This is an optimization exercise on Yosys and OpenROAD, whose aim is small area and a short achievable clock period, not a production implementation.
RTL that was checked went through simulation tests only; none was proved equivalent to the original.
No activity file was given, so power comes from the tool's default toggle rates.

before:
==> flow/design.v <==
module yuv422_to_rgb
(
    input       wire        clk     ,
    input       wire        cke     ,
    input       wire        yuv_hs  ,
    input       wire        yuv_vs  ,
    input       wire        yuv_de  ,
    input       wire [9 :0] yuv_y   ,
    input       wire [9 :0] yuv_c   ,
    output      wire        rgb_hs  ,
    output      wire        rgb_vs  ,
    output      wire        rgb_de  ,
    output      wire [23:0] rgb_dat
);
wire [7:0] y8 = yuv_y[9:2];
wire [7:0] c8 = yuv_c[9:2];
wire [7:0] y_cl = (y8[7:4] == 4'd0) ? 8'd16 : (y8 > 8'd235) ? 8'd235 : y8;
wire [7:0] c_cl = (c8[7:4] == 4'd0) ? 8'd16 : (c8[7:4] == 4'd15) ? 8'd239 : c8;
reg  [2:0] sy1, sy2, sy3, sy4, sy5, sy6;        
reg  [7:0] y1, c1;                               
reg  [7:0] y2, cbuf;  reg cr;                    
reg  [7:0] y3, p_u, p_v;  reg [12:0] p_25u;      
reg  [6:0] t_l;  reg t_c;  reg [3:0] t_h;  reg t_c2;  reg [4:0] t_u;    
reg  [9:0] p_l;  reg p_c;  reg [3:0] p_h;  reg p_c2;  reg [3:0] p_u4;
reg  [5:0] m_l;  reg m_c;  reg [7:0] m_g;
reg  [7:0] u4;
reg  [9:0] r_h, g_h, b_h;                        
reg  [2:0] r_c;  reg r_x1, r_x2;  reg [1:0] g_c;  reg [5:0] g_x;  reg [1:0] b_c;  reg b_x;
reg  [7:0] o_r, o_g, o_b;                        
wire [15:0] tyh;
assign tyh[0] = 16'h0000 >> y3[7:4];
assign tyh[1] = 16'h0000 >> y3[7:4];
assign tyh[2] = 16'h0000 >> y3[7:4];
assign tyh[3] = 16'h0000 >> y3[7:4];
assign tyh[4] = 16'haaaa >> y3[7:4];
assign tyh[5] = 16'hcccc >> y3[7:4];
assign tyh[6] = 16'h5a5a >> y3[7:4];
assign tyh[7] = 16'h936c >> y3[7:4];
assign tyh[8] = 16'hb6da >> y3[7:4];
assign tyh[9] = 16'hdb6c >> y3[7:4];
assign tyh[10] = 16'h1c70 >> y3[7:4];
assign tyh[11] = 16'hb52a >> y3[7:4];
assign tyh[12] = 16'h264c >> y3[7:4];
assign tyh[13] = 16'h3870 >> y3[7:4];
assign tyh[14] = 16'h3f80 >> y3[7:4];
assign tyh[15] = 16'hc000 >> y3[7:4];
wire [11:0] tyl;
assign tyl[0] = 16'haaaa >> y3[3:0];
assign tyl[1] = 16'hcccc >> y3[3:0];
assign tyl[2] = 16'h5a5a >> y3[3:0];
assign tyl[3] = 16'h936c >> y3[3:0];
assign tyl[4] = 16'hb6da >> y3[3:0];
assign tyl[5] = 16'hdb6c >> y3[3:0];
assign tyl[6] = 16'h1c70 >> y3[3:0];
assign tyl[7] = 16'hb52a >> y3[3:0];
assign tyl[8] = 16'h264c >> y3[3:0];
assign tyl[9] = 16'h3870 >> y3[3:0];
assign tyl[10] = 16'h3f80 >> y3[3:0];
assign tyl[11] = 16'hc000 >> y3[3:0];
wire [17:0] tph;
assign tph[0] = 16'h0000 >> p_v[7:4];
assign tph[1] = 16'h0000 >> p_v[7:4];
assign tph[2] = 16'h0000 >> p_v[7:4];
assign tph[3] = 16'h0000 >> p_v[7:4];
assign tph[4] = 16'h2aaa >> p_v[7:4];
assign tph[5] = 16'h4ccc >> p_v[7:4];
assign tph[6] = 16'h0f0f >> p_v[7:4];
assign tph[7] = 16'h0ff0 >> p_v[7:4];
assign tph[8] = 16'h5aaa >> p_v[7:4];
assign tph[9] = 16'h3999 >> p_v[7:4];
assign tph[10] = 16'h52d2 >> p_v[7:4];
assign tph[11] = 16'h631c >> p_v[7:4];
assign tph[12] = 16'h294a >> p_v[7:4];
assign tph[13] = 16'h18c6 >> p_v[7:4];
assign tph[14] = 16'h2d6b >> p_v[7:4];
assign tph[15] = 16'h318c >> p_v[7:4];
assign tph[16] = 16'h41f0 >> p_v[7:4];
assign tph[17] = 16'h7e00 >> p_v[7:4];
wire [13:0] tpl;
assign tpl[0] = 16'haaaa >> p_v[3:0];
assign tpl[1] = 16'hcccc >> p_v[3:0];
assign tpl[2] = 16'hf0f0 >> p_v[3:0];
assign tpl[3] = 16'hff00 >> p_v[3:0];
assign tpl[4] = 16'haaaa >> p_v[3:0];
assign tpl[5] = 16'h6666 >> p_v[3:0];
assign tpl[6] = 16'hb4b4 >> p_v[3:0];
assign tpl[7] = 16'hc738 >> p_v[3:0];
assign tpl[8] = 16'had6a >> p_v[3:0];
assign tpl[9] = 16'h9ce6 >> p_v[3:0];
assign tpl[10] = 16'hd6b4 >> p_v[3:0];
assign tpl[11] = 16'he738 >> p_v[3:0];
assign tpl[12] = 16'h07c0 >> p_v[3:0];
assign tpl[13] = 16'hf800 >> p_v[3:0];
wire [12:0] u25  = {cbuf, 4'b0000} + {cbuf, 3'b000} + cbuf;
wire [7:0]  t_lo = tyh[6:0] + tyl[6:0];
wire [4:0]  t_hi = tyh[10:7] + tyl[10:7];
wire [4:0]  t_up = tyh[15:11] + tyl[11];
wire [10:0] p_lo = tph[9:0] + tpl[9:0];
wire [4:0]  p_hi = tph[13:10] + tpl[13:10];
wire [6:0]  m_lo = p_v[5:0] + p_25u[5:0];
wire [7:0]  m_hi = 8'd149 - p_v[7:6] - p_25u[12:6];
wire [11:0] r_lo = {t_l, 2'b00} + p_l + {p_c, t_c, 9'd0};
wire [9:0]  r_hi = {t_u, t_h} + {p_u4, p_h, 1'b0};
wire [11:0] g_lo = {t_l, 3'b000} + {2'b00, ~p_l} + {2'b00, ~m_l, 4'b0000} + 12'd81;
wire [9:0]  ga  = {1'b0, t_u, t_h};
wire [9:0]  gb  = {2'b00, ~p_u4, ~p_h};
wire [9:0]  gm  = {2'b00, m_g} - 10'd16;
wire [9:0]  gs1 = ga ^ gb ^ gm;
wire [9:0]  gc1 = {(ga[8:0] & gb[8:0]) | (ga[8:0] & gm[8:0]) | (gb[8:0] & gm[8:0]), 1'b0};
wire [9:0]  g_hi = gs1 + gc1;
wire [5:0]  g_xx = t_c + {~p_c} + {~m_c} + {t_c2, 4'b0000} + {~p_c2, 4'b0000};
wire [8:0]  b_lo = t_l + {1'b0, u4[7:2]} + {u4[5:0], 1'b0} + {t_c, 7'd0} + 7'd16;
wire [9:0]  b_hi = {t_u, t_h} + {u4, 1'b0} + u4[7:6] - 10'd21;
function [7:0] sat;
    input [9:0] z;
    sat = z[9] ? 8'd255 : (z[8] ? z[7:0] : 8'd0);
endfunction
always @(posedge clk) begin
    if (cke) begin
        sy1 <= {yuv_hs, yuv_vs, yuv_de};
        sy2 <= sy1; sy3 <= sy2; sy4 <= sy3; sy5 <= sy4; sy6 <= sy5;
        y1 <= y_cl;
        c1 <= c_cl;
        y2 <= y1;
        cr <= sy1[0] & ~cr;
        if (sy1[0] & ~cr) cbuf <= c1;
        y3 <= y2;
        if (sy1[0] & cr) begin
            p_u   <= cbuf;
            p_v   <= c1;
            p_25u <= u25;
        end
        t_l <= t_lo[6:0];  t_c <= t_lo[7];   t_h <= t_hi[3:0];  t_c2 <= t_hi[4];  t_u <= t_up;
        p_l <= p_lo[9:0];  p_c <= p_lo[10];  p_h <= p_hi[3:0];  p_c2 <= p_hi[4];  p_u4 <= tph[17:14];
        m_l <= m_lo[5:0];  m_c <= m_lo[6];   m_g <= m_hi;
        u4  <= p_u;
        r_h <= r_hi;  r_c <= r_lo[11:9];  r_x1 <= t_c2;  r_x2 <= p_c2;
        g_h <= g_hi;  g_c <= g_lo[11:10];  g_x <= g_xx;
        b_h <= b_hi;  b_c <= b_lo[8:7];  b_x <= t_c2;
        o_r <= sat(r_h + r_c + {r_x2, r_x1, 4'b0000});
        o_g <= sat(g_h + g_c + g_x);
        o_b <= sat(b_h + b_c + {b_x, 4'b0000});
    end
end
assign {rgb_hs, rgb_vs, rgb_de} = sy6;
assign rgb_dat = {o_r, o_g, o_b};
endmodule
clock: 4.5 ns
lec_check: 0
abc_area: 1
cap_margin: 20
core_margin: 2
core_utilization: 40
setup_slack_margin: 2.2
slew_margin: 20
standard.sh (not shown) runs the stock make flow with config.mk's settings and CLKGATE_MAP_FILE= SYNTH_SCRIPT=/design/flow/synth_recipe.tcl, a recipe that flattens the netlist after the stock synthesis.
==> flow/flow/run.sh <==
#!/bin/bash
# Standard ORFS layout (the standard.sh) with changes that do not touch the design:
#  - ports are buffered with buf_1 instead of the default delay-cell choice
#  - CTS: no dummy load cells, chosen clock buffers and sink cluster size
set -o pipefail
export BUFFER_PORTS_ARGS="-buffer_cell sky130_fd_sc_hd__buf_1"
export CTS_ARGS="-sink_clustering_enable -repair_clock_nets -dont_use_dummy_load -buf_list sky130_fd_sc_hd__clkbuf_8 -sink_clustering_size 16 -sink_clustering_max_diameter 100"
bash standard.sh > standard.log 2>&1
#### Input delta (after over before)
diff --git a/flow/design.v b/flow/design.v
--- a/flow/design.v
+++ b/flow/design.v
@@ -23,7 +23,7 @@
 reg  [6:0] t_l;  reg t_c;  reg [3:0] t_h;  reg t_c2;  reg [4:0] t_u;    
 reg  [9:0] p_l;  reg p_c;  reg [3:0] p_h;  reg p_c2;  reg [3:0] p_u4;
 reg  [5:0] m_l;  reg m_c;  reg [7:0] m_g;
-reg  [7:0] u4;
+reg  [6:0] c_l;  reg c_c;  reg [8:0] c_h;
 reg  [9:0] r_h, g_h, b_h;                        
 reg  [2:0] r_c;  reg r_x1, r_x2;  reg [1:0] g_c;  reg [5:0] g_x;  reg [1:0] b_c;  reg b_x;
 reg  [7:0] o_r, o_g, o_b;                        
@@ -98,6 +98,8 @@
 wire [10:0] p_lo = tph[9:0] + tpl[9:0];
 wire [4:0]  p_hi = tph[13:10] + tpl[13:10];
 wire [6:0]  m_lo = p_v[5:0] + p_25u[5:0];
+wire [7:0]  c_lo = {1'b0, p_u[7:2]} + {p_u[5:0], 1'b0} + 7'd16;
+wire [8:0]  c_hi = {p_u, 1'b0} + p_u[7:6] - 9'd21;
 wire [7:0]  m_hi = 8'd149 - p_v[7:6] - p_25u[12:6];
 wire [11:0] r_lo = {t_l, 2'b00} + p_l + {p_c, t_c, 9'd0};
 wire [9:0]  r_hi = {t_u, t_h} + {p_u4, p_h, 1'b0};
@@ -109,8 +111,8 @@
 wire [9:0]  gc1 = {(ga[8:0] & gb[8:0]) | (ga[8:0] & gm[8:0]) | (gb[8:0] & gm[8:0]), 1'b0};
 wire [9:0]  g_hi = gs1 + gc1;
 wire [5:0]  g_xx = t_c + {~p_c} + {~m_c} + {t_c2, 4'b0000} + {~p_c2, 4'b0000};
-wire [8:0]  b_lo = t_l + {1'b0, u4[7:2]} + {u4[5:0], 1'b0} + {t_c, 7'd0} + 7'd16;
-wire [9:0]  b_hi = {t_u, t_h} + {u4, 1'b0} + u4[7:6] - 10'd21;
+wire [8:0]  b_lo = t_l + c_l + {t_c, 7'd0} + {c_c, 7'd0};
+wire [9:0]  b_hi = {t_u, t_h} + c_h;
 function [7:0] sat;
     input [9:0] z;
     sat = z[9] ? 8'd255 : (z[8] ? z[7:0] : 8'd0);
@@ -133,7 +135,7 @@
         t_l <= t_lo[6:0];  t_c <= t_lo[7];   t_h <= t_hi[3:0];  t_c2 <= t_hi[4];  t_u <= t_up;
         p_l <= p_lo[9:0];  p_c <= p_lo[10];  p_h <= p_hi[3:0];  p_c2 <= p_hi[4];  p_u4 <= tph[17:14];
         m_l <= m_lo[5:0];  m_c <= m_lo[6];   m_g <= m_hi;
-        u4  <= p_u;
+        c_l <= c_lo[6:0];  c_c <= c_lo[7];   c_h <= c_hi;
         r_h <= r_hi;  r_c <= r_lo[11:9];  r_x1 <= t_c2;  r_x2 <= p_c2;
         g_h <= g_hi;  g_c <= g_lo[11:10];  g_x <= g_xx;
         b_h <= b_hi;  b_c <= b_lo[8:7];  b_x <= t_c2;
[summary]
- Diff before and after: number of nets produced by synthesis higher in after
- Lower remaining max-slew budget at the tightest pin among before and after: after
- after ends up with a sequential power that is about 3% higher than in before.
- Comparing non-clock buffer count for before and after, the bigger number came from after.
- Compared with before, in after number of placed instances with taps included higher; minimum clock period dropped 0.034 ns; post-synthesis instance area grew by 370 sq um.
Function was not checked in any run of this note: the RTL went through the layout flow alone.

========
Starts from the design.v that is shown in full above.
clock: 4.5 ns
lec_check: 0
abc_area: 1
cap_margin: 20
core_margin: 2
core_utilization: 40
setup_slack_margin: 2.1
slew_margin: 20
Scripts as last shown in full above: flow/flow/run.sh
Next try:
--- a/flow/design.v
+++ b/flow/design.v
@@ -23,11 +23,11 @@
 reg  [6:0] t_l;  reg t_c;  reg [3:0] t_h;  reg t_c2;  reg [4:0] t_u;    
 reg  [9:0] p_l;  reg p_c;  reg [3:0] p_h;  reg p_c2;  reg [3:0] p_u4;
 reg  [5:0] m_l;  reg m_c;  reg [7:0] m_g;
 reg  [7:0] u4;
 reg  [9:0] r_h, g_h, b_h;                        
-reg  [2:0] r_c;  reg r_x1, r_x2;  reg [1:0] g_c;  reg [5:0] g_x;  reg [1:0] b_c;  reg b_x;
+reg  [2:0] r_c;  reg [1:0] g_c, g_x;  reg [1:0] b_c;  reg x_t, x_p;
 reg  [7:0] o_r, o_g, o_b;                        
 wire [15:0] tyh;
 assign tyh[0] = 16'h0000 >> y3[7:4];
 assign tyh[1] = 16'h0000 >> y3[7:4];
 assign tyh[2] = 16'h0000 >> y3[7:4];
@@ -106,11 +106,11 @@
 wire [9:0]  gb  = {2'b00, ~p_u4, ~p_h};
 wire [9:0]  gm  = {2'b00, m_g} - 10'd16;
 wire [9:0]  gs1 = ga ^ gb ^ gm;
 wire [9:0]  gc1 = {(ga[8:0] & gb[8:0]) | (ga[8:0] & gm[8:0]) | (gb[8:0] & gm[8:0]), 1'b0};
 wire [9:0]  g_hi = gs1 + gc1;
-wire [5:0]  g_xx = t_c + {~p_c} + {~m_c} + {t_c2, 4'b0000} + {~p_c2, 4'b0000};
+wire [1:0]  g_xx = t_c + {~p_c} + {~m_c};
 wire [8:0]  b_lo = t_l + {1'b0, u4[7:2]} + {u4[5:0], 1'b0} + {t_c, 7'd0} + 7'd16;
 wire [9:0]  b_hi = {t_u, t_h} + {u4, 1'b0} + u4[7:6] - 10'd21;
 function [7:0] sat;
     input [9:0] z;
     sat = z[9] ? 8'd255 : (z[8] ? z[7:0] : 8'd0);
@@ -132,16 +132,17 @@
         end
         t_l <= t_lo[6:0];  t_c <= t_lo[7];   t_h <= t_hi[3:0];  t_c2 <= t_hi[4];  t_u <= t_up;
         p_l <= p_lo[9:0];  p_c <= p_lo[10];  p_h <= p_hi[3:0];  p_c2 <= p_hi[4];  p_u4 <= tph[17:14];
         m_l <= m_lo[5:0];  m_c <= m_lo[6];   m_g <= m_hi;
         u4  <= p_u;
-        r_h <= r_hi;  r_c <= r_lo[11:9];  r_x1 <= t_c2;  r_x2 <= p_c2;
+        r_h <= r_hi;  r_c <= r_lo[11:9];
         g_h <= g_hi;  g_c <= g_lo[11:10];  g_x <= g_xx;
-        b_h <= b_hi;  b_c <= b_lo[8:7];  b_x <= t_c2;
-        o_r <= sat(r_h + r_c + {r_x2, r_x1, 4'b0000});
-        o_g <= sat(g_h + g_c + g_x);
-        o_b <= sat(b_h + b_c + {b_x, 4'b0000});
+        b_h <= b_hi;  b_c <= b_lo[8:7];
+        x_t <= t_c2;  x_p <= p_c2;
+        o_r <= sat(r_h + r_c + {x_p, x_t, 4'b0000});
+        o_g <= sat(g_h + g_c + g_x + {x_t, 4'b0000} + {~x_p, 4'b0000});
+        o_b <= sat(b_h + b_c + {x_t, 4'b0000});
     end
 end
 assign {rgb_hs, rgb_vs, rgb_de} = sy6;
 assign rgb_dat = {o_r, o_g, o_b};
 endmodule
First-iteration DRC count fell by 28%.
Power fell by 1.3%.
Non-clock buffer count rose by 3.
Global-route usage is about the same.
Cell count fell by 0.67%.
Setup slack degrades by 62 ps.
Only the layout flow was run in the first run of this note; the RTL was not checked for function there.

========
## JK
yuv422_to_rgb, a different RTL version from the one above (not shown whole).
For scale: about 1000 cells after synthesis, roughly 200 flip-flops, roughly 52 I/O pins, about 0.012 mm^2 of cells after synthesis.
export LEC_CHECK = 0
export CAP_MARGIN = 20
export CORE_MARGIN = 2
export CORE_UTILIZATION = 40
export SETUP_SLACK_MARGIN = 1.6
export SLEW_MARGIN = 20
create_clock -name core_clock -period 4.5 [get_ports {clk}]
==> flow/flow/run.sh <==
#!/bin/bash
# Standard ORFS layout (the standard.sh) with two changes:
#  - ports are buffered with buf_2 instead of the default delay-cell choice
#  - CTS inserts no dummy load cells
set -o pipefail
cp standard.sh standard_sh.txt
export BUFFER_PORTS_ARGS="-buffer_cell sky130_fd_sc_hd__buf_2"
export CTS_ARGS="-sink_clustering_enable -repair_clock_nets -dont_use_dummy_load"
bash standard.sh > standard.log 2>&1
## Diff of input files: MS against JK
-- flow/design.v --
<<< JK, line 22
reg  [9:0] p_l;  reg p_c;  reg [7:0] p_h;
reg  [5:0] m_l;  reg [1:0] m_c;  reg [6:0] m_h;
reg  [7:0] s3_u;
reg  [7:0] s4_r, s4_b;
reg  [9:0] g_h;  reg [3:0] g_c;
reg  [7:0] s5_r, s5_g, s5_b, s6_r, s6_g, s6_b;
reg  [2:0] sy1, sy2, sy3, sy4, sy5, sy6;
>>> MS, line 22
reg  [9:0] p_l;  reg p_c;  reg [7:0] p_h;
reg  [5:0] m_l;  reg [1:0] m_c;  reg [6:0] m_h;
reg  [6:0] b_l;  reg b_c;  reg [8:0] b_h;
reg  [9:0] r_h, g_h, b4_h;
reg  [2:0] r_c;  reg [3:0] g_c;  reg [1:0] b4_c;
reg  [7:0] s5_r, s5_g, s5_b, s6_r, s6_g, s6_b;
reg  [2:0] sy1, sy2, sy3, sy4, sy5, sy6;
<<< JK, line 97
wire [7:0]  m_lo = p_v[5:0] + p_u[5:0] + {p_u[2:0], 3'b000} + {p_u[1:0], 4'b0000};
wire [6:0]  m_hi = p_v[7:6] + p_u[7:6] + p_u[7:3] + p_u[7:2];
wire [19:0] r_sum = {1'b0, t_h, t_l, 2'b00} + {1'b0, p_h, p_l} + {t_c, 9'd0} + {p_c, 10'd0};
wire [13:0] g_lo = {t_l, 3'b000} + {4'b0000, ~p_l} + {~m_l, 4'b0000} + {t_c, 10'd0} + {~p_c, 10'd0} + {~m_c, 10'd0} + 14'd81;
wire [9:0]  g_hi = t_h + {2'b00, ~p_h} + {3'b000, ~m_h} + 10'd20;
wire [16:0] b_sum = {t_h, t_l} + {t_c, 7'd0} + {s3_u, 2'b00, s3_u[7:2]} + {s3_u, 1'b0} + 17'd128400;
function [7:0] sat;
    input [9:0] z;
>>> MS, line 97
wire [7:0]  m_lo = p_v[5:0] + p_u[5:0] + {p_u[2:0], 3'b000} + {p_u[1:0], 4'b0000};
wire [6:0]  m_hi = p_v[7:6] + p_u[7:6] + p_u[7:3] + p_u[7:2];
wire [7:0]  b_lo = {1'b0, p_u[7:2]} + {p_u[5:0], 1'b0} + 7'd16;
wire [8:0]  b_hi = {p_u, 1'b0} + p_u[7:6] - 9'd21;
wire [11:0] r_lo = {t_l, 2'b00} + p_l + {p_c, t_c, 9'd0};
wire [9:0]  r_hi = t_h + {p_h, 1'b0};
wire [13:0] g_lo = {t_l, 3'b000} + {4'b0000, ~p_l} + {~m_l, 4'b0000} + {t_c, 10'd0} + {~p_c, 10'd0} + {~m_c, 10'd0} + 14'd81;
wire [9:0]  g_hi = t_h + {2'b00, ~p_h} + {3'b000, ~m_h} + 10'd20;
wire [8:0]  b4_lo = t_l + b_l + {b_c, 7'd0} + {t_c, 7'd0};
wire [9:0]  b4_hi = t_h + b_h;
function [7:0] sat;
    input [9:0] z;
<<< JK, line 118
        p_l <= p_lo[9:0];  p_c <= p_lo[10];  p_h <= p_hi;
        m_l <= m_lo[5:0];  m_c <= m_lo[7:6]; m_h <= m_hi;
        s3_u <= p_u;
        s4_r <= sat(r_sum[18:9]);
        g_h  <= g_hi;   g_c  <= g_lo[13:10];
        s4_b <= sat(b_sum[16:7]);
        s5_r <= s4_r;
        s5_g <= sat(g_h + g_c);
        s5_b <= s4_b;
        s6_r <= s5_r; s6_g <= s5_g; s6_b <= s5_b;
        sy1 <= {yuv_hs, yuv_vs, yuv_de};
>>> MS, line 122
        p_l <= p_lo[9:0];  p_c <= p_lo[10];  p_h <= p_hi;
        m_l <= m_lo[5:0];  m_c <= m_lo[7:6]; m_h <= m_hi;
        b_l <= b_lo[6:0];  b_c <= b_lo[7];   b_h <= b_hi;
        r_h  <= r_hi;   r_c  <= r_lo[11:9];
        g_h  <= g_hi;   g_c  <= g_lo[13:10];
        b4_h <= b4_hi;  b4_c <= b4_lo[8:7];
        s5_r <= sat(r_h + r_c);
        s5_g <= sat(g_h + g_c);
        s5_b <= sat(b4_h + b4_c);
        s6_r <= s5_r; s6_g <= s5_g; s6_b <= s5_b;
        sy1 <= {yuv_hs, yuv_vs, yuv_de};
Results
- From JK to MS the numbers moved as follows: share of cell area taken by flip-flops and latches up 4.1 points; sequential logic power shows an increase of 7.5%; area added between synthesis and finish went down 4.3 points; clock network power share rose 8.0 points.
- Number of buffers outside the clock class in the layout (MS over JK): decrease, 28%
- Relative to JK, the wire length on met1 measured on MS has decreased by a few percent.
- Summary of the comparison: critical-path maximum fanout is lower in MS, relative to JK.
- Combined flip-flop and latch cell area: MS > JK
Only the layout flow was run in JK; the RTL was not checked for function there.

static timing again, ports no longer ideal:
The results above use ideal ports. As a check the final layouts listed here were re-extracted and re-timed, cells and wires unchanged. Step 1 (the two cells are an assumption about what drives the block):
set clk [get_ports {clk}]
set_driving_cell -lib_cell sky130_fd_sc_hd__clkbuf_16 $clk
set_driving_cell -lib_cell sky130_fd_sc_hd__buf_2 [delete_from_list [all_inputs] $clk]
Step 2 moves the port delays by t, midway between the first and last clock arrival at a register: inputs arrive t later, outputs are due t later. That takes back most of the time a late clock gives input paths. Slacks: no drivers / after step 1 / after step 2; pairs: no drivers / after step 1.
run | t (ns) | setup WS [ns] | clock arrival spread, ns | cell pins on the clock port's net
before | 0.556 | 2.113 / 2.113 / 2.026 | 0.031 / 0.031 | 1
after | 0.562 | 2.147 / 2.147 / 2.147 | 0.017 / 0.017 | 1
the first run of note 2 | 0.553 | 2.117 / 2.117 / 2.027 | 0.031 / 0.031 | 1
the second run of note 2 | 0.543 | 2.055 / 2.055 / 2.055 | 0.053 / 0.053 | 1
JK | 0.472 | 1.483 / 1.483 / 1.483 | 0.030 / 0.030 | 1
MS | 0.552 | 1.641 / 1.641 / 1.641 | 0.020 / 0.020 | 1
After both steps setup and hold are still met in every run listed. For the first run of note 2, which loses most, drivers alone change the setup slack by 0.000 ns; drivers and shift together by -0.090 ns.
